What follows belongs to an exercise in optimizing a design on an open flow for small area and a short achievable clock period; a production flow would make more cautious choices.
Where RTL was checked, it was by simulation tests only, not by an equivalence proof against the original.
For runs 4 and 5, only the layout was checked, not whether the RTL still works.
Power figures rest on the tool's default switching activity, not on a simulated workload.

--- design/flow/config.mk ---
export PLATFORM = sky130hd
export DESIGN_NAME = microprocessor
export DESIGN_NICKNAME = microprocessor
export VERILOG_FILES = /design/flow/design.v
export SDC_FILE = /design/flow/constraint.sdc
export NUM_CORES = 4
export LEC_CHECK = 0
export CAP_MARGIN = 20
export CORE_MARGIN = 2
export CORE_UTILIZATION = 40
export CTS_CLUSTER_DIAMETER = 80
export CTS_CLUSTER_SIZE = 20
export PLACE_DENSITY = 0.75
export SETUP_SLACK_MARGIN = 5
export SLEW_MARGIN = 20
export SYNTH_HIERARCHICAL = 1
--- design/flow/constraint.sdc ---
create_clock -name core_clock -period 10.5 [get_ports {clk}]
set_input_delay 2.1000 -clock core_clock [delete_from_list [all_inputs] [get_ports {clk}]]
set_output_delay 2.1000 -clock core_clock [all_outputs]
set_load 0.01 [all_outputs]
--- design/flow/design.v ---
`timescale 1ns / 1ps
module ALU(
	input wire [15:0] A,
	input wire [15:0] B,
	input wire [3:0] op,
	output wire [3:0] s0,
	output wire c4,
	output wire [3:0] s1_0, s1_1, s2_0, s2_1, s3_0, s3_1,
	output wire c8_0, c8_1, c12_0, c12_1,
	output wire [15:0] logic_res,
	output wire neq
);
	function [4:0] cla4(input [3:0] p, input [3:0] g, input c);
		reg c1, c2, c3, c4;
		begin
			c1 = g[0] | (p[0] & c);
			c2 = g[1] | (p[1] & g[0]) | (p[1] & p[0] & c);
			c3 = g[2] | (p[2] & g[1]) | (p[2] & p[1] & g[0]) | (p[2] & p[1] & p[0] & c);
			c4 = g[3] | (p[3] & g[2]) | (p[3] & p[2] & g[1]) | (p[3] & p[2] & p[1] & g[0])
			     | (p[3] & p[2] & p[1] & p[0] & c);
			cla4 = {c4, p ^ {c3, c2, c1, c}};
		end
	endfunction
	wire sub = op[2];
	wire [15:0] x = A ^ {16{sub}};
	wire [15:0] p = B ^ x;
	wire [15:0] g = B & x;
	wire c16_0, c16_1;
	assign {c4, s0} = cla4(p[3:0], g[3:0], sub);
	assign {c8_0, s1_0} = cla4(p[7:4], g[7:4], 1'b0);
	assign {c8_1, s1_1} = cla4(p[7:4], g[7:4], 1'b1);
	assign {c12_0, s2_0} = cla4(p[11:8], g[11:8], 1'b0);
	assign {c12_1, s2_1} = cla4(p[11:8], g[11:8], 1'b1);
	assign {c16_0, s3_0} = cla4(p[15:12], g[15:12], 1'b0);
	assign {c16_1, s3_1} = cla4(p[15:12], g[15:12], 1'b1);
	assign logic_res = op[0] ? (B | A) : (B & A);
	assign neq = ~&p;
endmodule
`timescale 1ns / 1ps
module program_counter(
	input wire [15:0] pc,
	input wire [15:0] instruction,
	input wire step,
	input wire clr,
	output wire [15:0] d_nt,
	output wire [15:0] d_br
);
	wire [15:0] pc_inc = pc + 16'd1;
	wire is_j = (instruction[15:12] == 4'd15);
	wire [15:0] nt = is_j ? {pc_inc[15:12], instruction[11:0]} : pc_inc;
	assign d_nt = {16{~clr}} & (step ? nt : pc);
	assign d_br = pc + {{12{instruction[3]}}, instruction[3:0]} + 16'd1;
endmodule
`timescale 1ns / 1ps
module register_file(
	input wire [255:0] R,
	input wire [3:0] addr,
	output wire [15:0] data
);
	assign data = R[16*addr +: 16];
endmodule
`timescale 1ns / 1ps
module microprocessor(
	input wire clk,
	input wire clr,
	input wire step,
	input wire [15:0] instruction,
	output wire [15:0] pc_out,
	output reg wb_en,
	output reg [3:0] wb_addr,
	output wire [15:0] wb_data,
	output reg st_en,
	output reg [1:0] st_addr,
	output reg [15:0] st_data
);
	wire [3:0] op = instruction[15:12];
	wire [3:0] ra = instruction[11:8];
	wire [3:0] rb = instruction[7:4];
	wire [3:0] rc = instruction[3:0];
	reg [255:0] R;           
	reg [63:0] M;            
	reg [3:0] q_s0, q_s1_0, q_s1_1, q_s2_0, q_s2_1, q_s3_0, q_s3_1;
	reg q_c4, q_c8_0, q_c8_1, q_c12_0, q_c12_1;
	reg [15:0] q_logic;
	reg q_log, q_sum, q_slt, q_taken;
	reg [3:0] q_lsel;        
	reg [15:0] pc_nt, pc_br;
	genvar gi;
	wire c8 = q_c8_0 | (q_c8_1 & q_c4);
	wire c12 = q_c12_0 | (q_c12_1 & c8);
	wire [15:0] sum = {c12 ? q_s3_1 : q_s3_0, c8 ? q_s2_1 : q_s2_0,
	                   q_c4 ? q_s1_1 : q_s1_0, q_s0};
	wire [15:0] res = ({16{q_lsel[0]}} & M[15:0]) | ({16{q_lsel[1]}} & M[31:16]) |
	                  ({16{q_lsel[2]}} & M[47:32]) | ({16{q_lsel[3]}} & M[63:48]) |
	                  ({16{q_log}} & q_logic) | ({16{q_sum}} & sum) |
	                  {15'd0, q_slt & sum[15]};
	assign wb_data = res;
	wire [15:0] pc = q_taken ? pc_br : pc_nt;
	assign pc_out = pc;
	wire [15:0] r_wdata = res & {16{~clr}};
	generate
		for (gi = 0; gi < 16; gi = gi + 1) begin : rf
			wire en = clr | (wb_en & (wb_addr == gi));
			always @(posedge clk)
				if (en) R[16*gi +: 16] <= r_wdata;
		end
	endgenerate
	wire [63:0] m_init = {16'd0, 16'd5, 16'd22, 16'd1};
	generate
		for (gi = 0; gi < 4; gi = gi + 1) begin : dm
			wire en = clr | (st_en & (st_addr == gi));
			always @(posedge clk)
				if (en) M[16*gi +: 16] <= clr ? m_init[16*gi +: 16] : st_data;
		end
	endgenerate
	wire [15:0] Ar, Br;
	register_file read_a (.R(R), .addr(ra), .data(Ar));
	register_file read_b (.R(R), .addr(rb), .data(Br));
	wire [15:0] A = (wb_en && wb_addr == ra) ? res : Ar;
	wire [15:0] B = (wb_en && wb_addr == rb) ? res : Br;
	wire [3:0] s0, s1_0, s1_1, s2_0, s2_1, s3_0, s3_1;
	wire c4, c8_0, c8_1, c12_0, c12_1, neq;
	wire [15:0] logic_res;
	ALU alu0 (.A(A), .B(B), .op(op), .s0(s0), .c4(c4), .s1_0(s1_0), .s1_1(s1_1),
	          .s2_0(s2_0), .s2_1(s2_1), .s3_0(s3_0), .s3_1(s3_1), .c8_0(c8_0), .c8_1(c8_1),
	          .c12_0(c12_0), .c12_1(c12_1), .logic_res(logic_res), .neq(neq));
	wire is_lw = (op == 4'd8);
	wire wr = step & ((op[3:1] == 3'b000) | (op == 4'd2) | (op[3:1] == 3'b011) | is_lw);
	wire st = step & (op == 4'd10);
	wire [1:0] maddr = B[1:0] + rc[1:0];
	wire [15:0] d_nt, d_br;
	program_counter pc0 (.pc(pc), .instruction(instruction), .step(step), .clr(clr),
	                     .d_nt(d_nt), .d_br(d_br));
	always @(posedge clk) begin
		if (clr) begin
			wb_en <= 1'b0;
			st_en <= 1'b0;
			q_taken <= 1'b0;
		end else begin
			wb_en <= wr;
			st_en <= st;
			q_taken <= step & (op == 4'd14) & neq;
		end
		pc_nt <= d_nt;
		pc_br <= d_br;
		q_s0 <= s0;
		q_c4 <= c4;
		q_s1_0 <= s1_0;
		q_s1_1 <= s1_1;
		q_c8_0 <= c8_0;
		q_c8_1 <= c8_1;
		q_s2_0 <= s2_0;
		q_s2_1 <= s2_1;
		q_c12_0 <= c12_0;
		q_c12_1 <= c12_1;
		q_s3_0 <= s3_0;
		q_s3_1 <= s3_1;
		q_logic <= logic_res;
		q_log <= (op[3:1] == 3'b000);
		q_sum <= (op == 4'd2) | (op == 4'd6);
		q_slt <= (op == 4'd7);
		q_lsel <= {4{is_lw}} & (4'b0001 << maddr);
		wb_addr <= is_lw ? rb : rc;
		st_addr <= maddr;
		st_data <= B;
	end
endmodule
--- design/flow/flow/run.sh ---
#!/bin/bash
# Own layout flow: the standard flow (standard.sh, the standard synthesis
# script and ORFS) with a few extra ORFS settings:
#  - the port buffers are sky130_fd_sc_hd__buf_4 instead of the resizer's default
#    choice (a slow delay cell);
#  - repair_timing aims for a larger setup margin.
# Each step's full output goes to a log file in the work folder.
set -euo pipefail
W=$(pwd)
X=("BUFFER_PORTS_ARGS=-buffer_cell sky130_fd_sc_hd__buf_4")
if [[ -f flow/extra.txt ]]; then
  while IFS= read -r line; do
    [[ -z "$line" || "$line" == \#* ]] && continue
    X+=("$line")
  done < flow/extra.txt
fi
printf '%s\n' "${X[@]}" > "$W/flow_settings.log"
bash standard.sh "${X[@]}" synth > "$W/flow_synth.log" 2>&1
bash standard.sh "${X[@]}" finish > "$W/flow_layout.log" 2>&1
test -f out/final.def
--- design/flow/flow/extra.txt ---
SETUP_SLACK_MARGIN=6.1
TNS_END_PERCENT=100
--- design/flow/standard.sh ---
#!/bin/bash
# synth_recipe.tcl (not shown) runs the flow's synth.tcl, then flattens the netlist and writes it again
# the make line also repeats each setting of config.mk as NAME=value (left out here)
make -C /OpenROAD-flow-scripts/flow DESIGN_CONFIG=/design/flow/config.mk WORK_HOME=/design/flow/orfs CLKGATE_MAP_FILE= SYNTH_SCRIPT=/design/flow/synth_recipe.tcl "${@:-finish}"
==> run notes, run 1 <==
maxcap violations=0; hold_buf cts=0; Critical Path RT=between 8 and 9 ns; Switching Fraction=about a quarter; Clock Sinks=about 430; Max Slew Vio Count=0; initial drt markers=between 1,000 and 1,500; first-pass GRT wire length=just under 80,000 um; max frequency=about 230 MHz; Worst path top cell family by delay=flip-flops; pre-CTS setup slack=between 4 and 5 ns; Pre-antenna DRT Iters=7; CORE AREA=0.0500 mm2; initial antenna violation count=1; Placer Congestion=0.813; Tmin final=about 4.4 ns; crit share post-route=42.1%; n_diodes=0; Die Area=approximately 0.052 mm2; Worst Path Max Fanout=16; syn avg cell area=about 15 um2; Yosys cell types=71; Initial Util=40.4%; total global-route track usage=about a fifth; cell internal pwr=roughly 2.9 mW; CP Class=flip-flop to output pin; synthesized net count=around 1,400; CTS root buffer=clkbuf_16; synthesized flop and latch total=roughly 430; met1 Resource Use GR=around a quarter; RSZ-0062 raised after global routing=true; clk slew on worst S/H paths=approximately 0.080 ns; Max clock buf depth=3; NumNets Final=between 1,000 and 1,500; fill count=roughly 4,300; endpoint type of the worst setup path=output pin; Power Dens Cells=between 150 and 200 mW/mm2; worst-path cell chain=mux2_2 -> buf_4; Setup TNS Final=0 ns; outcome=finished clean; height of the die=~230 um; NetSw=roughly 1.0 mW; final worst setup slack=approximately 6 ns; met2 usage in global routing=between 30% and 40%; Fin. Hold Viols=0; Most used DFF post-synth=edfxtp_1; dpl hpwl=around 33,000 um; Critical Path Source Type=flip-flop; busiest grt layer=met2; grt total ovfl=0; drt drc=0; share of cells above drive strength 1=between 20% and 30%; CTS tree=built; WL/cell=24.8 um; cell area after synthesis=approximately 0.020 mm2; post-route ant nets=0; largest net degree at the start of global routing=68; hold crit path type=flip-flop to flip-flop; Clk pwr share=a little over a quarter; relative slew slack=23.2%; via count=12,600; I/O pins=75; Yosys warnings=8; Min Hold Slack=approximately 0.57 ns; Die Span X=~230 um; LEAKAGE=roughly 8.3 nW; commonest non-fill, non-tap cell in the layout=edfxtp_1; Syn Inst Count=~1,300; Num CTS Buffers=25; Combinational Power Share=18.9%; Cell Rows=just over 80; Final setup viols=0; port buffer count=74; Layout Skew=between 0.01 and 0.015 ns; Skew-Pair Late Insertion Delay=0.58 ns; Post-synth EDFFs=320; asr flop ratio synth=0%; met3 usage=about 3.2%; crit path DAT=2.32 ns; final wirelength=slightly above 50,000 um; sequential fraction of the synthesis area=58.7%; most frequent cells in the layout=edfxtp_1, mux4_2, dfxtp_1; Buf/Inv on CP=1; Area Growth Syn to Fin=12.3%; vias in the first global route=12,500; Worst-Margin Slew=1.15 ns; register share of total power=55.1%; CP max stage delay=around 1.0 ns; worst-path cell with the longest stage delay=dfxtp_1; H-tree levels=1; Peak supply drop=slightly below 0.09 mV; vias per inst=6.04; post-layout util=a little under half
## modules after synthesis (local to each module, per instance)
module	times used	cell area, um2	cells inside	flip-flops and latches
register_file	2	1930	137	0
program_counter	1	1330	205	0
microprocessor	1	13900	725	433
ALU	1	1070	128	0
## Yosys cell counts, types with 20 or more instances
| master | instances | share of area (%) |
|---|---|---|
| edfxtp_1 | 320 | 48 |
| dfxtp_1 | 113 | 11 |
| mux4_2 | 108 | 12 |
| a22oi_1 | 94 | 3.5 |
| nand2_1 | 71 | 1.3 |
| nor2_1 | 54 | 1.0 |
| mux2_2 | 48 | 2.7 |
| o21ai_0 | 42 | 1.0 |
| clkbuf_1 | 39 | 0.72 |
| ha_1 | 37 | 2.3 |
| a21oi_1 | 35 | 0.87 |
| xor2_1 | 33 | 1.4 |
| inv_1 | 29 | 0.54 |
| xnor2_1 | 27 | 1.2 |
| nor2b_1 | 24 | 0.74 |
| mux4_1 | 20 | 2.6 |
## worst paths after layout
path,startpoint,to,slack [ns],cells past startpoint
setup / recovery,q_taken,pc_out[6],6.08,2
hold / removal,st_data[1],M[17],0.57,1
hold reg to reg,st_data[1],M[17],0.57,1
setup reg to reg,q_taken,pc_br[12],6.92,10
## sequential cells by signal, indices dropped and copies added, names as in the netlist, 2 cells and up
name and count:
R 256, M 64, pc_br 16, pc_nt 16, q_logic 16, st_data 16
q_lsel 4, q_s0 4, q_s1_0 4, q_s1_1 4, q_s2_0 4, q_s2_1 4
q_s3_0 4, q_s3_1 4, wb_addr 4, st_addr 2
## repair_timing
item / CTS / global route
endpoints found under the setup margin: 63 / 35
pin swaps: 6 / 0
buffers inserted: 10 / 0
gates resized for setup: 26 / 17
endpoints found under the hold margin: 0 / 0
gates cloned: 3 / 1
## cells by family (layout without fill, tap and decap cells)
group	after synthesis	in the layout	share of synthesized area, %
flip-flops	433	433	58.7
AO/OA/AOI/OAI	258	258	9.00
AND/OR/NAND/NOR	233	233	5.78
multiplexers	182	182	17.6
buffers and inverters	108	192	2.64
XOR/XNOR	62	62	2.79
adder cells (fa/ha/maj)	56	56	3.43
## final cells by class
type | count | area, um2 | share of cell area [%]
Multi-Input combinational cell | 791 | 8050 | 35.5
Inverter | 30 | 113 | 0.496
Clock buffer | 43 | 693 | 3.06
Timing Repair Buffer | 116 | 1070 | 4.73
Tap cell | 672 | 841 | 3.71
Sequential cell | 433 | 11900 | 52.4
Clock inverter | 3 | 43.8 | 0.193
## power groups by stage
stage	combinational [mW]	clock (mW)	sequential, mW
floorplan	0.494	0	2.15
global placement	0.684	0	2.17
detailed placement	0.705	0	2.19
CTS	0.723	1.03	2.15
global route	0.789	1.09	2.18
finish	0.739	1.01	2.16
## metrics by stage
stage | total power [mW] | cell area, um2 | std cells
after global routing | 4.05 | 22700 | 2088
after global placement | 2.86 | 21500 | 2028
after detailed placement | 2.89 | 21600 | 2028
after CTS | 3.90 | 22600 | 2087
after floorplan | 2.65 | 20400 | 1332
final | 3.91 | 22700 | 2088
## layer usage
metal | share of wire, % | up-vias
li1 | - | 5434
met1 | 37 | 6394
met2 | 50 | 670
met3 | 8.9 | 114
met4 | 3.3 | 0
met5 | 0 | -
==> run 2, diff against run 1 <==
==> design/flow/flow/extra.txt (replaced) <==
SETUP_SLACK_MARGIN=6.2
TNS_END_PERCENT=100
==> run 2 against run 1 <==
Effect of this change:
- routed wire length grew 4.3%
- sequential cell count is the same
- core utilization grew 0.89 points
- largest cell class unchanged
- highest routed layer unchanged
==> run notes, run 2 <==
Pre-antenna DRT Iters=8; max frequency=about 230 MHz; CTS tree=built; relative slew slack=between 20 and 30%; final worst setup slack=6.18 ns; NumNets Final=about 1,500; asr flop ratio synth=0%; drt drc=0; fin cells=about 2,100; Max Slew Vio Count=0; Skew-Pair Late Insertion Delay=~0.58 ns; Area Growth Syn to Fin=14.5%; commonest non-fill, non-tap cell in the layout=edfxtp_1; CP Class=input port to flip-flop; hold crit path type=flip-flop to flip-flop; share of cells above drive strength 1=around 29%; vias per inst=around 6; endpoint type of the worst setup path=flip-flop; RSZ-0062 raised after global routing=true; sequential fraction of the synthesis area=roughly three fifths; Critical Path Source Type=input port; first-pass GRT wire length=slightly below 80,000 um; Clock Sinks=about 430; crit share post-route=41.1%; Total Power=about 3.9 mW; cell with the most instances after synthesis=edfxtp_1; WHS Path Cells=1; vias in the first global route=between 10,000 and 15,000; Largest regs=R (256), M (64); Placed Instances=between 2,000 and 2,500; Yosys warnings=8; Tmin final=4.32 ns; LEAKAGE=approximately 8.5 nW; Peak supply drop=0.124 mV; Num CTS Buffers=25; WL/cell=25.6 um; Max clock buf depth=3; Layout Skew=~0.023 ns; Most used DFF post-synth=edfxtp_1; H-tree levels=1; post-synth top area share=about 48%; syn avg cell area=around 15 um2; crit path DAT=4.78 ns; Die Area=0.0523 mm2; Cell Rows=a little over 80; Worst-Margin Slew=1.05 ns; Setup TNS Final=0 ns; dpl hpwl=between 30,000 and 40,000 um; largest net degree at the start of global routing=around 70; port buffer count=74; pre-CTS setup slack=around 4.6 ns; grt total ovfl=0; Worst Hold End=M[17]; height of the die=~230 um; total global-route track usage=around 20%; R2R Setup Slk=7.19 ns; CORE AREA=approximately 0.050 mm2; maxcap violations=0; cell area after synthesis=around 0.02 mm2; Critical Path RT=approximately 11 ns; synthesized net count=roughly 1,400; Fin. Hold Viols=0; Die Span X=between 200 and 250 um; Final setup viols=0; Syn Inst Count=about 1,300; most frequent cells in the layout=edfxtp_1, mux4_2, buf_4; Post-synth EDFFs=320; Min Hold Slack=approximately 0.57 ns; area leader, netlist=edfxtp_1; RR Endpoint=q_taken; min-delay src=st_data[1]; top cells by count, synth=edfxtp_1, dfxtp_1, mux4_2; via count=12,700; n_diodes=0; Initial Util=between 40% and 50%; clk slew on worst S/H paths=0.09 ns; Reg with most FFs=R; fill count=roughly 4,200; initial drt markers=1,501; final wirelength=about 54,000 um; Multi-input gate area=just over 0.008 mm2; Reg area=around 0.012 mm2; Worst Path Max Fanout=10; initial antenna violation count=0; CTS root buffer=clkbuf_16; ranking of synthesized cells by area=edfxtp_1, mux4_2, dfxtp_1, a22oi_1, mux2_2; r2r startpoint=wb_addr[0]; Placer Congestion=between 0.8 and 0.9; Power Dens Cells=about 170 mW/mm2; I/O pins=between 70 and 80; outcome=finished clean; synthesized flop and latch total=between 400 and 500; depth of the worst register-to-register path=12; max reg flops=256; post-route ant nets=0; Yosys cell types=71
==> run 2: cell count changes in the layout (fill, tap and decap cells not counted), sizes merged <==
cell	delta
bufinv	-1
clkinv	-1
buf	+13
clkbuf	+8
inv	+1
==> run 2: logic make-up (layout without fill, tap and decap cells) <==
family | count (synthesis) | after routing | share of synthesized area, %
AO/OA/AOI/OAI | 258 | 258 | 9.00
XOR/XNOR | 62 | 62 | 2.79
adder cells (fa/ha/maj) | 56 | 56 | 3.43
buffers and inverters | 108 | 212 | 2.64
flip-flops | 433 | 433 | 58.7
multiplexers | 182 | 182 | 17.6
AND/OR/NAND/NOR | 233 | 233 | 5.78
==> run 2: final cells by class <==
cell class | count | area share (%)
multi-input cells | 791 | 35.3
inverters | 30 | 0.487
clock inverters | 2 | 0.0757
repair buffers | 136 | 6.13
clock buffers | 44 | 3.01
well taps | 672 | 3.63
flip-flops and latches | 433 | 51.4
==> run 2: routing by layer <==
layer	global-route usage (%)	part of all wire (%)
met5	0	0
met4	7.07	3.8
met3	2.62	8.3
met2	35.3	51
met1	24.0	36
==> run 2: worst max-delay path, stage by stage <==
cell and delay, ns:
buf_16 0.16, buf_16 0.15, mux4_2 0.51, a22oi_2 0.20, nand2_1 0.13, mux2_4 0.30, xor2_2 0.16, inv_1 0.09
ha_4 0.30, nand4_1 0.19, nor4_2 0.25, nand4_1 0.11, nand2_1 0.08, nor2_1 0.04
==> run 2: through the flow <==
| stage | utilization (%) | cell area (um2) |
|---|---|---|
| 6_report | 46.3 | 23100 |
| 5_1_grt | 46.3 | 23100 |
| 4_1_cts | 45.4 | 22700 |
| 3_3_place_gp | 43.1 | 21600 |
| 3_5_place_dp | 43.2 | 21600 |
| 2_1_floorplan | - | 20400 |
==> run 2: how the worst max path moves through the flow <==
stage,start,to,slack [ns],cells past startpoint
3_3_place_gp,instruction[8],q_taken,4.58,13
2_1_floorplan,instruction[8],q_taken,5.99,13
6_report,instruction[8],q_taken,6.18,14
4_1_cts,q_c4,wb_data[11],6.05,5
5_1_grt,instruction[8],q_taken,6.07,13
3_5_place_dp,instruction[8],q_taken,4.61,13
==> run 2: Yosys stat by module, one instance, submodules excluded <==
module           cell area (um2)  cells inside
microprocessor             13900           725
register_file               1930           137
program_counter             1330           205
ALU                         1070           128
==> run 2: what timing repair did <==
item                       CTS  global route
resized for setup           41            24
buffers inserted             5            16
setup endpoints to repair   82            26
cloned                       5             8
pin swaps                    5             8
hold buffers                 0             0
==> run 2: report_power, final <==
group	internal [mW]	switching, mW
clock	0.454	0.537
combinational	0.360	0.412
sequential	2.06	0.0922
==> run 3, diff against run 2 <==
--- a/design/flow/config.mk
+++ b/design/flow/config.mk
@@ -8,8 +8,8 @@
 export CAP_MARGIN = 20
 export CORE_MARGIN = 2
 export CORE_UTILIZATION = 40
-export CTS_CLUSTER_DIAMETER = 80
-export CTS_CLUSTER_SIZE = 20
+export CTS_CLUSTER_DIAMETER = 90
+export CTS_CLUSTER_SIZE = 24
 export PLACE_DENSITY = 0.75
 export SETUP_SLACK_MARGIN = 5
 export SLEW_MARGIN = 20
==> run 3 against run 2 <==
Effect of this change:
- still clean on timing, DRC and antenna
- register-to-register slack got worse by 0.02 ns
- sequential cell count unchanged
- power is 0.31% lower
- final area up 0.87%
- critical endpoint unchanged
- largest power group unchanged
==> run notes, run 3 <==
outcome=finished clean; top cells by count, synth=edfxtp_1, dfxtp_1, mux4_2; synthesized net count=1,392; Worst-Margin Slew=slightly above 1 ns; port buffer count=between 70 and 80; most frequent cells in the layout=edfxtp_1, buf_4, mux4_2; post-layout util=~47%; LEAKAGE=8.59 nW; cell internal pwr=about 2.9 mW; NumNets Final=about 1,500; fin cells=roughly 2,100; ranking of synthesized cells by area=edfxtp_1, mux4_2, dfxtp_1, a22oi_1, mux2_2; largest net degree at the start of global routing=slightly below 70; Tmin final=between 4 and 5 ns; worst-path cell chain=buf_16 -> buf_12 -> buf_4 -> xor2_2 -> nor4_4 -> buf_12 -> buf_12 -> mux2_2 -> xor2_2 -> inv_1 -> ha_4 -> nand4_1 -> nor4_2 -> nand4_1 -> nand2_1 -> nor2_1; commonest non-fill, non-tap cell in the layout=edfxtp_1; Clock Sinks=roughly 430; cell with the most instances after synthesis=edfxtp_1; fill count=about 4,200; hold crit path type=flip-flop to flip-flop; sequential fraction of the synthesis area=58.7%; CORE AREA=about 0.050 mm2; Combinational Power Share=20.4%; Placer Congestion=~0.8; final wirelength=54,900 um; share of cells above drive strength 1=30.9%; Die Area=approximately 0.052 mm2; final instance area=~0.023 mm2; relative slew slack=a little under a third; area leader, netlist=edfxtp_1; Skew-Pair Late Insertion Delay=between 0.5 and 0.6 ns; Peak supply drop=between 0.1 and 0.15 mV; CP most frequent cell=buf_12; Power Dens Cells=167 mW/mm2; R2R Setup Slk=7.17 ns; asr flop ratio synth=0%; I/O pins=75; WL/cell=approximately 26 um; Fin. Hold Viols=0; Die Span X=229 um; CTS root buffer=clkbuf_16; crit share post-route=around two fifths; Setup TNS Final=0 ns; RSZ-0062 raised after global routing=true; Layout Skew=about 0.033 ns; endpoint type of the worst setup path=flip-flop; Yosys cell types=71; crit path capture=q_taken; Num CTS Buffers=22; synthesized flop and latch total=between 400 and 500; Post-synth EDFFs=320; Most used DFF post-synth=edfxtp_1; Largest regs=R (256), M (64); post-synth top area share=about 48%; max frequency=roughly 230 MHz; max reg flops=around 260; register share of total power=55.1%; RR Endpoint=q_taken; depth of the worst register-to-register path=14; via count=12,800; n_diodes=0; Initial Util=between 40% and 50%; Reg area=0.0119 mm2; syn avg cell area=around 15 um2; worst-path cell with the longest stage delay=mux2_2; cell area after synthesis=around 0.020 mm2; clk slew on worst S/H paths=about 0.090 ns; vias per inst=6.04; dpl cell area=0.0216 mm2; maxcap violations=0; min-delay src=st_data[2]; Final setup viols=0; Clk pwr share=about 25%; CP Class=input port to flip-flop; H-tree levels=1; Pre-antenna DRT Iters=7; drt drc=0; CTS tree=built; Max clock buf depth=3; Max Slew Vio Count=0; r2r startpoint=wb_addr[1]; Area Growth Syn to Fin=15.5%; initial antenna violation count=0; crit path DAT=roughly 4.8 ns; vias in the first global route=~13,000; grt total ovfl=0; dpl hpwl=about 33,000 um; Syn Inst Count=roughly 1,300; NetSw=around 1.1 mW; Yosys warnings=8; Critical Path Source Type=input port; height of the die=~230 um; crit path from=instruction[8]; initial drt markers=roughly 1,600; total global-route track usage=between 10% and 20%; Placed Instances=about 2,000; post-route ant nets=0; first-pass GRT wire length=roughly 78,000 um; Multi-input gate area=0.00822 mm2; CP max stage delay=~0.37 ns; Switching Fraction=27.0%; Reg with most FFs=R; Critical Path RT=approximately 11 ns; Worst Path Max Fanout=8; Cell Rows=between 80 and 90
==> run 3: cell counts after synthesis <==
Identical to the previous run, type by type.
==> run 3: what timing repair did <==
action	in CTS	in global routing
hold buffers	0	0
buffers inserted	8	41
pin swaps	6	12
cloned	5	6
endpoints found under the hold margin	0	0
setup endpoints to repair	81	25
resized for setup	40	43
==> run 3: how the worst min path moves through the flow <==
| stage | slack [ns] | to | cells past startpoint |
|---|---|---|---|
| 2_1_floorplan | 0.58 | M[17] | 1 |
| 3_3_place_gp | 0.54 | M[17] | 1 |
| 3_5_place_dp | 0.55 | M[17] | 1 |
| 4_1_cts | 0.57 | M[17] | 1 |
| 5_1_grt | 0.61 | M[17] | 1 |
| 6_report | 0.58 | M[18] | 1 |
==> run 3: stage by stage <==
stage,setup slack (ns),power (mW),hold slack (ns)
floorplan,5.99,2.65,0.578
global placement,4.58,2.86,0.541
detailed placement,4.61,2.89,0.548
CTS,6.04,3.84,0.573
global route,6.08,4.05,0.612
finish,6.16,3.90,0.583
==> run 3: cell families after synthesis <==
| kind of cell | Yosys count | synth area share (%) |
|---|---|---|
| XOR/XNOR | 62 | 2.79 |
| flip-flops | 433 | 58.7 |
| multiplexers | 182 | 17.6 |
| AND/OR/NAND/NOR | 233 | 5.78 |
| AO/OA/AOI/OAI | 258 | 9.00 |
| buffers and inverters | 108 | 2.64 |
| adder cells (fa/ha/maj) | 56 | 3.43 |
==> run 3: final cells by class <==
type	instances	area share (%)
Tap cell	672	3.60
Sequential cell	433	50.9
Clock buffer	36	2.68
Timing Repair Buffer	162	6.97
Clock inverter	2	0.118
Inverter	30	0.483
Multi-Input combinational cell	791	35.2
==> run 3: per-layer routing <==
metal  share of wire (%)  GRT usage [%]  vias to the layer above
met5                   0              0                        -
met4                 4.9           7.90                        0
met3                 8.9           3.12                      169
met2                  51           35.1                      723
met1                  36           23.7                     6422
li1                    -              -                     5518
==> run 3: power groups by stage <==
stage	Sequential, mW	Clock [mW]	Combinational, mW
after global placement	2.17	0	0.688
after CTS	2.15	0.962	0.730
after floorplan	2.15	0	0.498
after global routing	2.17	1.02	0.850
final	2.15	0.956	0.796
after detailed placement	2.18	0	0.706
==> run 3: critical path: cells and delay by family <==
family                     cells  cell delay [ns]
xor gates and xnor gates       2             0.33
adders and majority gates      1             0.28
buffers and inverters          6             0.81
muxes                          1             0.37
and+or+nand+nor                6             0.88
==> run 3: per-module statistics from Yosys (local to each module, per instance) <==
module,copies in the design,cell area (um2),flip-flops and latches
microprocessor,1,13900,433
register_file,2,1930,0
program_counter,1,1330,0
ALU,1,1070,0
==> run 4, diff against run 3 <==
--- a/design/flow/design.v
+++ b/design/flow/design.v
@@ -55,9 +55,16 @@
 module register_file(
 	input wire [255:0] R,
 	input wire [3:0] addr,
-	output wire [15:0] data
+	input wire [15:0] W,
+	input wire fwd,
+	output reg [15:0] data
 );
-	assign data = R[16*addr +: 16];
+	integer j;
+	always @* begin
+		data = {16{fwd}} & W;
+		for (j = 0; j < 4; j = j + 1)
+			data = data | ({16{~fwd & (addr[3:2] == j)}} & R[16*(4*j + addr[1:0]) +: 16]);
+	end
 endmodule
 `timescale 1ns / 1ps
 module microprocessor(
@@ -113,11 +120,9 @@
 				if (en) M[16*gi +: 16] <= clr ? m_init[16*gi +: 16] : st_data;
 		end
 	endgenerate
-	wire [15:0] Ar, Br;
-	register_file read_a (.R(R), .addr(ra), .data(Ar));
-	register_file read_b (.R(R), .addr(rb), .data(Br));
-	wire [15:0] A = (wb_en && wb_addr == ra) ? res : Ar;
-	wire [15:0] B = (wb_en && wb_addr == rb) ? res : Br;
+	wire [15:0] A, B;
+	register_file read_a (.R(R), .addr(ra), .W(res), .fwd(wb_en && wb_addr == ra), .data(A));
+	register_file read_b (.R(R), .addr(rb), .W(res), .fwd(wb_en && wb_addr == rb), .data(B));
 	wire [3:0] s0, s1_0, s1_1, s2_0, s2_1, s3_0, s3_1;
 	wire c4, c8_0, c8_1, c12_0, c12_1, neq;
 	wire [15:0] logic_res;
--- a/design/flow/config.mk
+++ b/design/flow/config.mk
@@ -8,8 +8,8 @@
 export CAP_MARGIN = 20
 export CORE_MARGIN = 2
 export CORE_UTILIZATION = 40
-export CTS_CLUSTER_DIAMETER = 90
-export CTS_CLUSTER_SIZE = 24
+export CTS_CLUSTER_DIAMETER = 80
+export CTS_CLUSTER_SIZE = 20
 export PLACE_DENSITY = 0.75
 export SETUP_SLACK_MARGIN = 5
 export SLEW_MARGIN = 20
==> run 4 against run 3 <==
Effect of this change:
- via count up 1.2%
- register-to-register slack worse by 0.03 ns
- first-iteration DRC count down 5.6%
- power up 2.3%
- final area up 0.89%
- sequential share of layout area down 0.42 points
- non-clock buffer count up 20
- clock skew down 0.0085 ns
- critical path depth down 12
- critical path type is now flip-flop to output pin
==> run notes, run 4 <==
cell with the most instances after synthesis=edfxtp_1; NumNets Final=1,519; syn avg cell area=15.1 um2; synthesized net count=~1,400; final wirelength=53,300 um; height of the die=approximately 230 um; Clk pwr share=about a quarter; LEAKAGE=~8.6 nW; Largest regs=R (256), M (64); pre-CTS setup slack=4.34 ns; relative slew slack=28.3%; most frequent cells in the layout=edfxtp_1, buf_4, mux4_2; CORE AREA=0.0492 mm2; area leader, netlist=edfxtp_1; share of cells above drive strength 1=33.9%; n_diodes=0; Fin. Hold Viols=0; largest family of logic cells by synthesized area=multiplexers; commonest non-fill, non-tap cell in the layout=edfxtp_1; I/O pins=75; Reg with most FFs=R; crit path capture=wb_data[13]; Clock Sinks=433; Cell Rows=around 80; via count=around 13,000; depth of the worst register-to-register path=16; port buffer count=74; vias in the first global route=between 10,000 and 15,000; Setup TNS Final=0 ns; Worst Path Max Fanout=5; max reg flops=between 200 and 300; Final setup viols=0; Critical Path RT=8.40 ns; Die Span X=228 um; Switching Fraction=approximately 27%; dpl hpwl=~33,000 um; NetSw=1.08 mW; Layout Skew=0.0242 ns; largest net degree at the start of global routing=66; r2r startpoint=wb_addr[1]; first-pass GRT wire length=between 70,000 and 80,000 um; outcome=finished clean; RR Endpoint=q_taken; hold_buf cts=0; crit path from=q_c8_0; Critical Path Source Type=flip-flop; CP Class=flip-flop to output pin; Yosys warnings=9; asr flop ratio synth=0%; hold crit path type=flip-flop to flip-flop; Power Dens Cells=approximately 170 mW/mm2; Yosys cell types=between 60 and 70; Post-Synth Simple-Gate Area=7.07%; WL/cell=about 25 um; crit path DAT=roughly 2.2 ns; Peak supply drop=0.109 mV; RSZ-0062 raised after global routing=true; Worst-Margin Slew=~1.1 ns; CTS root buffer=clkbuf_16; drt drc=0; Max Slew Vio Count=0; total global-route track usage=around a fifth; ranking of synthesized cells by area=edfxtp_1, mux4_2, dfxtp_1, a22oi_1, ha_1; Post-Synth Adder-Cell Area=3.46%; Pre-antenna DRT Iters=6; max frequency=232 MHz; endpoint type of the worst setup path=output pin; register share of total power=between 50 and 60%; H-tree levels=1; Combinational Power Share=a little over a fifth; Most used DFF post-synth=edfxtp_1; R2R Setup Slk=slightly above 7 ns; top cells by count, synth=edfxtp_1, mux4_2, dfxtp_1; Syn Inst Count=between 1,000 and 1,500; CTS tree=built; initial antenna violation count=0; Synth Area in XOR/XNOR=under 10%; grt total ovfl=0; Num CTS Buffers=25; initial drt markers=approximately 1,500; final worst setup slack=a little over 6 ns; post-route ant nets=0; Initial Util=between 40% and 50%; min-delay src=st_data[4]; fill count=about 4,000; Max clock buf depth=3; complex-gate fraction of the synthesized area=approximately 8.6%; Post-synth EDFFs=between 300 and 400; clk slew on worst S/H paths=around 0.08 ns; Area Growth Syn to Fin=17.6%; mux cell area share after synthesis=between 15 and 20%; cell area after synthesis=between 0.02 and 0.025 mm2; synthesized flop and latch total=roughly 430; post-synth top area share=about half; crit share post-route=between 40% and 50%; vias per inst=roughly 6; Skew-Pair Late Insertion Delay=0.58 ns; maxcap violations=0; Tmin final=between 4 and 5 ns; Die Area=between 0.05 and 0.06 mm2; Placer Congestion=approximately 0.9; sequential fraction of the synthesis area=approximately 59%; cell internal pwr=just under 3 mW
==> run 4: cell count changes after synthesis, moves of 6 or more <==
cell     delta
mux4_1     -20
and3_1      +7
nor2_1     -16
buf_4       -6
and2_1      -6
o21ai_0     -7
mux4_2     +20
mux2_2     -24
nand3_1    +46
a22oi_1     -8
a21oi_1    -13
nand2_1     +8
==> run 4: cell families after synthesis <==
family | Yosys count
XOR/XNOR | 61
buffers and inverters | 108
AND/OR/NAND/NOR | 273
flip-flops | 433
AO/OA/AOI/OAI | 240
adder cells (fa/ha/maj) | 56
multiplexers | 155
==> run 4: power groups by stage <==
stage / Clock [mW] / Sequential [mW] / Combinational, mW
floorplan: 0 / 2.16 / 0.477
global placement: 0 / 2.18 / 0.669
detailed placement: 0 / 2.20 / 0.684
CTS: 1.00 / 2.16 / 0.738
global route: 1.06 / 2.19 / 0.887
finish: 0.995 / 2.17 / 0.835
==> run 4: modules after synthesis (local to each module, per instance) <==
module	times used	cells inside	area (um2)	flops+latches
program_counter	1	202	1350	0
register_file	2	153	2010	0
ALU	1	128	1070	0
microprocessor	1	690	13600	433
==> run 4: timing repair <==
item,4_1_cts,5_1_grt
setup endpoints to repair,79,43
pin swaps,11,44
gates cloned,3,5
resized for setup,66,81
buffers inserted,23,44
==> run 4: cell type report <==
cell class / count / area (um2) / area share [%]
Clock buffer: 44 / 697 / 2.96
Clock inverter: 1 / 8.76 / 0.0372
Inverter: 29 / 109 / 0.462
Multi-Input combinational cell: 788 / 8370 / 35.6
Sequential cell: 433 / 11900 / 50.5
Tap cell: 664 / 831 / 3.53
Timing Repair Buffer: 182 / 1640 / 6.95
==> run 4: per-stage QoR <==
step / cells / power (mW) / util [%] / cell area [um2] / hold slack (ns)
floorplan: 1326 / 2.64 / - / 20200 / 0.578
global placement: 2019 / 2.85 / 43.4 / 21300 / 0.558
detailed placement: 2019 / 2.88 / 43.4 / 21300 / 0.574
CTS: 2090 / 3.90 / 46.1 / 22700 / 0.595
global route: 2141 / 4.13 / 47.9 / 23500 / 0.622
finish: 2141 / 4.00 / 47.9 / 23500 / 0.607
==> run 4: worst min path at each step <==
stage / slack [ns] / cells after the start / end
3_3_place_gp: 0.56 / 1 / M[20]
6_report: 0.61 / 1 / M[20]
4_1_cts: 0.59 / 1 / M[20]
3_5_place_dp: 0.57 / 1 / M[20]
5_1_grt: 0.62 / 1 / M[20]
2_1_floorplan: 0.58 / 1 / M[17]
==> run 4: worst max-delay path: stages, from the launching register on <==
cell      delay, ns
dfxtp_1        0.34
a21o_4         0.24
or2_4          0.27
o211ai_1       0.56
buf_4          0.23
==> run 4: layer usage <==
metal / global-route usage (%) / up-vias / routed length (um)
li1: - / 5542 / -
met5: 0 / - / 0
met1: 26.9 / 6623 / 21200
met3: 2.87 / 121 / 4510
met4: 5.63 / 0 / 1760
met2: 32.7 / 703 / 25900
==> run 5, diff against run 4 <==
--- a/design/flow/design.v
+++ b/design/flow/design.v
@@ -34,7 +34,7 @@
 	assign {c16_0, s3_0} = cla4(p[15:12], g[15:12], 1'b0);
 	assign {c16_1, s3_1} = cla4(p[15:12], g[15:12], 1'b1);
 	assign logic_res = op[0] ? (B | A) : (B & A);
-	assign neq = ~&p;
+	assign neq = (B != A);
 endmodule
 `timescale 1ns / 1ps
 module program_counter(
@@ -47,9 +47,9 @@
 );
 	wire [15:0] pc_inc = pc + 16'd1;
 	wire is_j = (instruction[15:12] == 4'd15);
-	wire [15:0] nt = is_j ? {pc_inc[15:12], instruction[11:0]} : pc_inc;
-	assign d_nt = {16{~clr}} & (step ? nt : pc);
-	assign d_br = pc + {{12{instruction[3]}}, instruction[3:0]} + 16'd1;
+	assign d_nt = clr ? 16'd0 : !step ? pc :
+	              is_j ? {pc_inc[15:12], instruction[11:0]} : pc_inc;
+	assign d_br = pc_inc + {{12{instruction[3]}}, instruction[3:0]};
 endmodule
 `timescale 1ns / 1ps
 module register_file(
--- a/design/flow/config.mk
+++ b/design/flow/config.mk
@@ -10,7 +10,6 @@
 export CORE_UTILIZATION = 40
 export CTS_CLUSTER_DIAMETER = 80
 export CTS_CLUSTER_SIZE = 20
-export PLACE_DENSITY = 0.75
 export SETUP_SLACK_MARGIN = 5
 export SLEW_MARGIN = 20
 export SYNTH_HIERARCHICAL = 1
==> run 5 against run 4 <==
Effect of this change:
- register-to-register slack lost 0.41 ns
- non-clock buffer count shrank 31
- setup slack gained 0.028 ns
- via count grew 0.22%
- combinational power shrank 1%
- worst hold slack lost 0.011 ns
- sequential share of layout area shrank 1.2 points
- clock skew grew 0.0064 ns
- critical endpoint is now q_s3_1[3]
==> run notes, run 5 <==
Max Slew Vio Count=0; post-route ant nets=0; CTS root buffer=clkbuf_16; Cell Rows=83; share of cells above drive strength 1=a little under a third; CP Class=input port to flip-flop; Setup TNS Final=0 ns; Critical Path Source Type=input port; ranking of synthesized cells by area=edfxtp_1, mux4_2, dfxtp_1, ha_1, a22oi_1; NumNets Final=1,621; Yosys warnings=9; hold crit path type=flip-flop to flip-flop; Most used DFF post-synth=edfxtp_1; vias per inst=5.84; Syn Inst Count=1,427; most frequent cells in the layout=edfxtp_1, buf_4, mux4_2; area leader, netlist=edfxtp_1; R2R Setup Slk=approximately 6.7 ns; WHS Path Cells=1; Skew-Pair Late Insertion Delay=between 0.5 and 0.6 ns; Critical Path RT=between 10 and 15 ns; Largest regs=R (256), M (64); dpl hpwl=35,700 um; cell with the most instances after synthesis=edfxtp_1; Power Dens Cells=170 mW/mm2; Yosys cell types=slightly above 70; sequential fraction of the synthesis area=between 50% and 60%; fill count=4,445; Placer Congestion=roughly 0.82; initial drt markers=between 1,000 and 1,500; Reg with most FFs=R; top cells by count, synth=edfxtp_1, mux4_2, dfxtp_1; LEAKAGE=~9 nW; drt drc=0; Max clock buf depth=3; Worst Hold End=M[20]; Pre-antenna DRT Iters=6; outcome=finished clean; asr flop ratio synth=0%; via count=around 13,000; first-pass GRT wire length=between 70,000 and 80,000 um; clk slew on worst S/H paths=roughly 0.090 ns; final wirelength=about 55,000 um; Worst Path Max Fanout=7; Peak supply drop=between 0.1 and 0.15 mV; Die Span X=around 230 um; Area Growth Syn to Fin=16.2%; Initial Util=between 40% and 50%; height of the die=232 um; maxcap violations=0; cell area after synthesis=around 0.021 mm2; crit share post-route=40.8%; syn avg cell area=~15 um2; Die Area=between 0.05 and 0.06 mm2; largest net degree at the start of global routing=between 60 and 70; port buffer count=74; grt total ovfl=0; RR Endpoint=pc_br[15]; relative slew slack=around 25%; Clock Sinks=433; vias in the first global route=around 13,000; max reg flops=256; depth of the worst register-to-register path=11; min-delay src=st_data[4]; synthesized flop and latch total=approximately 430; Total Power=~4.1 mW; Fin. Hold Viols=0; post-synth top area share=between 40% and 50%; Final setup viols=0; Layout Skew=0.0306 ns; commonest non-fill, non-tap cell in the layout=edfxtp_1; max frequency=between 200 and 250 MHz; H-tree levels=1; RSZ-0062 raised after global routing=true; initial antenna violation count=0; total global-route track usage=between 15 and 20%; n_diodes=0; Worst-Margin Slew=1.12 ns; r2r startpoint=q_taken; endpoint type of the worst setup path=flip-flop; Num CTS Buffers=28; Post-synth EDFFs=320; WL/cell=~25 um; CTS tree=built; synthesized net count=about 1,500; crit path DAT=4.79 ns; Tmin final=approximately 4.3 ns; CORE AREA=between 0.05 and 0.06 mm2; I/O pins=75
[run 5: cell count changes in the layout (fill, tap and decap cells not counted), moves of 7 or more]
cell,before,now
maj3_1,15,0
nand2_1,78,96
o21ai_2,1,8
o21ai_0,21,11
o21ai_1,14,7
clkbuf_1,19,11
ha_1,23,59
xor2_1,22,35
xnor2_1,25,32
a21oi_1,17,31
buf_4,156,129
inv_1,28,58
[run 5: timing repair]
action	4_1_cts	5_1_grt
setup endpoints to repair	86	26
gates resized for setup	61	69
hold buffers	0	0
pin swaps	8	31
gates cloned	4	4
buffers inserted	14	19
[run 5: layout make-up]
class                   count  area, um2  share of cell area [%]
repair buffers            151       1420                    5.88
flip-flops and latches    433      11900                    49.3
inverters                  58        218                   0.904
multi-input cells         856       8860                    36.8
well taps                 680        851                    3.53
clock inverters            10       86.3                   0.358
clock buffers              41        781                    3.24
[run 5: power by group]
group	leakage [nW]	switching [mW]	internal, mW
Sequential	4.23	0.0949	2.07
Clock	0.422	0.583	0.528
Combinational	4.34	0.449	0.375
Total	9.00	1.13	2.97
[run 5: routing by layer]
layer  vias to the layer above  global-route usage [%]  share of wire, %
met2                       462                    32.2                48
met4                         0                    3.55               1.7
li1                       5787                       -                 -
met3                        62                    2.09               5.8
met5                         -                       0                 0
met1                      6706                    28.7                44
[run 5: cells by family (layout without fill, tap and decap cells)]
kind of cell	count (synthesis)	in the layout	share of synthesized area, %
flops	433	433	57.2
simple gates	309	311	7.98
buf+inv	140	260	3.44
fa+ha+maj	74	74	4.61
xor+xnor	75	75	3.17
compound gates	236	236	7.96
mux	160	160	15.6
[run 5: how the worst max path moves through the flow]
stage	start	endpoint	depth (start not counted)
final	instruction[10]	q_s3_1[3]	13
after global placement	instruction[4]	q_taken	13
after detailed placement	instruction[4]	q_taken	13
after global routing	instruction[9]	q_s3_1[3]	14
after CTS	instruction[5]	q_taken	14
after floorplan	instruction[9]	q_s3_1[3]	13
[run 5: worst max-delay path, stage by stage]
cell	delay (ns)
buf_6	0.14
xor2_2	0.19
nor4_4	0.34
buf_8	0.17
and3b_1	0.30
a22oi_1	0.26
nand3_2	0.17
xor2_2	0.22
inv_1	0.12
ha_4	0.22
and3_1	0.18
a211oi_2	0.21
xor2_1	0.16
[run 5: per-stage QoR]
step / hold slack (ns) / std cells / cell area (um2) / utilization, % / setup WS, ns
after global placement: 0.546 / 2137 / 22100 / 43.2 / 4.44
final: 0.596 / 2229 / 24100 / 47.0 / 6.21
after detailed placement: 0.568 / 2137 / 22200 / 43.2 / 4.39
after floorplan: 0.578 / 1427 / 20900 / - / 6.02
after CTS: 0.590 / 2206 / 23500 / 45.8 / 6.12
after global routing: 0.621 / 2229 / 24100 / 47.0 / 6.11
[run 5: Yosys stat by module, one instance, submodules excluded]
module           cells  flops+latches  times used  area, um2
program_counter    230              0           1       1570
register_file      153              0           2       2010
microprocessor     690            433           1      13600
ALU                201              0           1       1570

-- port drivers added, routing unchanged --
Ports are ideal in the flow. The routed layouts listed here were re-timed in OpenROAD. Step 1, drivers: a clkbuf_16 drives clk and a buf_2 each remaining input, both assumed. Step 2 moves the port delays by t, midway between the first and last clock arrival at a register: inputs arrive t later, outputs are due t later. That takes back most of the time a late clock gives input paths. Slacks: ideal / step 1 / step 2; pairs: ideal / step 1.
| run | t, ns | slack for setup (ns) | hold slack, ns | latest minus earliest clock arrival (ns) | worst data-port slew with drivers (ns) |
|---|---|---|---|---|---|
| run 1 | 0.633 | 6.080 / 5.999 / 5.367 | 0.572 / 0.572 / 0.572 | 0.017 / 0.017 | 0.23 |
| run 2 | 0.619 | 6.179 / 6.014 / 5.395 | 0.571 / 0.571 / 0.571 | 0.025 / 0.025 | 0.22 |
| run 3 | 0.614 | 6.162 / 6.024 / 5.410 | 0.583 / 0.583 / 0.583 | 0.037 / 0.036 | 0.24 |
| run 4 | 0.629 | 6.186 / 6.102 / 5.472 | 0.607 / 0.607 / 0.607 | 0.026 / 0.027 | 0.21 |
| run 5 | 0.627 | 6.214 / 6.165 / 5.538 | 0.596 / 0.596 / 0.596 | 0.036 / 0.036 | 0.20 |
After both steps setup and hold are still met in every run listed. For run 2, which loses most, drivers alone change the setup slack by -0.165 ns; drivers and shift together by -0.784 ns.
